This design comes from an exercise in tuning for small area and few clock cycles on the open sky130 flow, not from production work. No activity file was given, so power comes from the tool's default toggle rates.

==> flow/design.v (excerpt) <==
module data_pipe_nto1 #(
    parameter   DSIZE   = 8,
    parameter   NSIZE   = 8
)(
    input                           clock,
    input                           rst_n,
    input [DSIZE*NSIZE-1:0]         wr_data,
    input                           wr_vld,
    output logic                    wr_ready,
    output logic[DSIZE-1:0]         rd_data,
    output logic                    rd_vld,
    input                           rd_ready
);
Size: roughly 120 cells after synthesis, roughly 78 I/O pins, about 2200 um^2 of cells after synthesis.
==> module data_pipe_nto1, before the edit <==
module data_pipe_nto1 #(
    parameter   DSIZE   = 8,
    parameter   NSIZE   = 8
)(
    input                           clock,
    input                           rst_n,
    input [DSIZE*NSIZE-1:0]         wr_data,
    input                           wr_vld,
    output logic                    wr_ready,
    output logic[DSIZE-1:0]         rd_data,
    output logic                    rd_vld,
    input                           rd_ready
);
localparam CW = 3;    
logic [CW-1:0]              cnt;
logic [DSIZE*(NSIZE-1)-1:0] st;
logic                       empty;
logic [NSIZE-1:0]           oh;
assign empty    = (cnt == {CW{1'b0}});
assign wr_ready = empty && rd_ready && rst_n;
assign rd_vld   = !empty || (wr_vld && wr_ready);
genvar K;
generate for (K = 0; K < NSIZE; K++) begin : g_oh
    assign oh[K] = (cnt == K);
end endgenerate
byte_sel #(.DSIZE(DSIZE), .NSIZE(NSIZE)) u_sel (
    .oh     (oh),
    .din    ({st, wr_data[DSIZE*NSIZE-1 -: DSIZE]}),
    .dout   (rd_data)
);
logic [CW-1:0] cnt_nxt;
assign cnt_nxt[0] = empty ? (wr_vld && rd_ready) : (cnt[0] ^ rd_ready);
assign cnt_nxt[1] = empty ? (wr_vld && rd_ready) : (cnt[1] ^ (rd_ready && !cnt[0]));
assign cnt_nxt[2] = empty ? (wr_vld && rd_ready) : (cnt[2] ^ (rd_ready && !cnt[0] && !cnt[1]));
always @(posedge clock, negedge rst_n)
    if (!rst_n) cnt <= {CW{1'b0}};
    else        cnt <= cnt_nxt;
always @(posedge clock)
    if (empty) st <= wr_data[DSIZE*(NSIZE-1)-1:0];
endmodule
==> module byte_sel, before the edit <==
module byte_sel #(
    parameter   DSIZE   = 8,
    parameter   NSIZE   = 8
)(
    input  [NSIZE-1:0]          oh,
    input  [DSIZE*NSIZE-1:0]    din,
    output logic [DSIZE-1:0]    dout
);
genvar B;
generate for (B = 0; B < DSIZE; B++) begin : g_bit
    wire [NSIZE-1:0] d;
    wire n0, n1, n2;
    for (genvar K = 0; K < NSIZE; K++) begin : g_k
        assign d[K] = din[DSIZE*K + B];
    end
    aoi222 u0 (.a(d[0]), .sa(oh[0]), .b(d[1]), .sb(oh[1]), .c(d[2]), .sc(oh[2]), .y(n0));
    aoi222 u1 (.a(d[3]), .sa(oh[3]), .b(d[4]), .sb(oh[4]), .c(d[5]), .sc(oh[5]), .y(n1));
    aoi222 u2 (.a(d[6]), .sa(oh[6]), .b(d[7]), .sb(oh[7]), .c(1'b0), .sc(1'b0), .y(n2));
    assign dout[B] = !(n0 && n1 && n2);
end endgenerate
endmodule
==> flow/config.mk <==
export PLATFORM = sky130hd
export DESIGN_NAME = data_pipe_nto1
export DESIGN_NICKNAME = data_pipe_nto1
export VERILOG_FILES = /design/flow/design.v
export SDC_FILE = /design/flow/constraint.sdc
export NUM_CORES = 4
export LEC_CHECK = 0
export CAP_MARGIN = 20
export CORE_MARGIN = 2
export CORE_UTILIZATION = 40
export PLACE_DENSITY = 0.6
export SLEW_MARGIN = 20
export SYNTH_HIERARCHICAL = 1
==> flow/constraint.sdc <==
create_clock -name core_clock -period 5.0 [get_ports {clock}]
set_input_delay 1.0000 -clock core_clock [delete_from_list [all_inputs] [get_ports {clock}]]
set_output_delay 1.0000 -clock core_clock [all_outputs]
set_load 0.01 [all_outputs]
standard.sh (not shown) runs the stock make flow with config.mk's settings and CLKGATE_MAP_FILE= SYNTH_SCRIPT=/design/flow/synth_recipe.tcl, a recipe that flattens the netlist after the stock synthesis.
==> flow/flow/run.sh <==
#!/bin/bash
export BUFFER_PORTS_ARGS="-buffer_cell sky130_fd_sc_hd__buf_1"
export CTS_ARGS="-sink_clustering_enable -repair_clock_nets -dont_use_dummy_load -sink_clustering_size 32 -sink_clustering_max_diameter 200 -sink_clustering_levels 1 -buf_list sky130_fd_sc_hd__clkbuf_4 -root_buf sky130_fd_sc_hd__clkbuf_4"
bash standard.sh > standard.log 2>&1
Rerun with:
--- a/flow/design.v
+++ b/flow/design.v
@@ -275,32 +275,38 @@
     input                           rd_ready
 );
 localparam CW = 3;    
 logic [CW-1:0]              cnt;
 logic [DSIZE*(NSIZE-1)-1:0] st;
 logic                       empty;
+logic                       fire;
 logic [NSIZE-1:0]           oh;
-assign empty    = (cnt == {CW{1'b0}});
+logic [DSIZE*NSIZE-1:0]     bytes;
+assign empty    = oh[0];
 assign wr_ready = empty && rd_ready && rst_n;
 assign rd_vld   = !empty || (wr_vld && wr_ready);
+assign fire     = rd_vld && rd_ready;
 genvar K;
 generate for (K = 0; K < NSIZE; K++) begin : g_oh
-    assign oh[K] = (cnt == K);
+    assign oh[K] = (K & 4 ? cnt[2] : !cnt[2]) && (K & 2 ? cnt[1] : !cnt[1]) && (K & 1 ? cnt[0] : !cnt[0]);
+    if (K == 0) begin : g_pass
+        assign bytes[DSIZE*K +: DSIZE] = wr_data[DSIZE*NSIZE-1 -: DSIZE];
+    end else begin : g_st
+        assign bytes[DSIZE*K +: DSIZE] = st[DSIZE*(NSIZE-K)-1 -: DSIZE];
+    end
 end endgenerate
 byte_sel #(.DSIZE(DSIZE), .NSIZE(NSIZE)) u_sel (
     .oh     (oh),
-    .din    ({st, wr_data[DSIZE*NSIZE-1 -: DSIZE]}),
+    .din    (bytes),
     .dout   (rd_data)
 );
-logic [CW-1:0] cnt_nxt;
-assign cnt_nxt[0] = empty ? (wr_vld && rd_ready) : (cnt[0] ^ rd_ready);
-assign cnt_nxt[1] = empty ? (wr_vld && rd_ready) : (cnt[1] ^ (rd_ready && !cnt[0]));
-assign cnt_nxt[2] = empty ? (wr_vld && rd_ready) : (cnt[2] ^ (rd_ready && !cnt[0] && !cnt[1]));
 always @(posedge clock, negedge rst_n)
-    if (!rst_n) cnt <= {CW{1'b0}};
-    else        cnt <= cnt_nxt;
+    if (!rst_n)     cnt <= {CW{1'b0}};
+    else            cnt <= {cnt[2] ^ (fire && cnt[1] && cnt[0]),
+                            cnt[1] ^ (fire && cnt[0]),
+                            cnt[0] ^ fire};
 always @(posedge clock)
     if (empty) st <= wr_data[DSIZE*(NSIZE-1)-1:0];
 endmodule
 module byte_sel #(
     parameter   DSIZE   = 8,
     parameter   NSIZE   = 8
@@ -315,13 +321,13 @@
     wire n0, n1, n2;
     for (genvar K = 0; K < NSIZE; K++) begin : g_k
         assign d[K] = din[DSIZE*K + B];
     end
     aoi222 u0 (.a(d[0]), .sa(oh[0]), .b(d[1]), .sb(oh[1]), .c(d[2]), .sc(oh[2]), .y(n0));
     aoi222 u1 (.a(d[3]), .sa(oh[3]), .b(d[4]), .sb(oh[4]), .c(d[5]), .sc(oh[5]), .y(n1));
-    aoi222 u2 (.a(d[6]), .sa(oh[6]), .b(d[7]), .sb(oh[7]), .c(1'b0), .sc(1'b0), .y(n2));
+    assign n2 = !((d[6] && oh[6]) || (d[7] && oh[7]));
     assign dout[B] = !(n0 && n1 && n2);
 end endgenerate
 endmodule
 module aoi222 (
     input   a, sa, b, sb, c, sc,
     output  y
=> Flip-flop and latch count stays the same. Worst hold slack improved by 39 ps. Power goes up by about 4.3%. Routed wire length goes down by about 7%. Count of clock-buffer cells in the layout stays the same. Final area goes down by 3.4%. Via count is lower by 6.6%. Cell count fell by 6.2%. Sequential share of layout area went up by 2.3 points. First-iteration DRC count is higher by about 4.5%. Utilization shrinks by 2.0 points. Clock skew rose by 40 ps.
Function was not checked in any run of this note: the RTL went through the layout flow alone.

-- what the ideal ports hide --
No port has a modelled driver above. Below, the same layouts with a new extraction and two added sets of constraints. Step 1, drivers: a clkbuf_16 drives clock and a buf_2 each remaining input, both assumed. Step 2, shift: input delay + t, output delay - t, t = (earliest + latest rising clock arrival at the registers) / 2. This alone moves slack from input paths to output paths. a / b / c = no drivers / after step 1 / after step 2; a / b = the first two.
run	t, ns	setup WS [ns]	hold slack, ns
the first run	0.401	1.616 / 1.592 / 1.993	0.450 / 0.447 / 0.779
the second run	0.394	1.557 / 1.533 / 1.928	0.489 / 0.492 / 0.692
After both steps setup and hold are still met in every run listed.
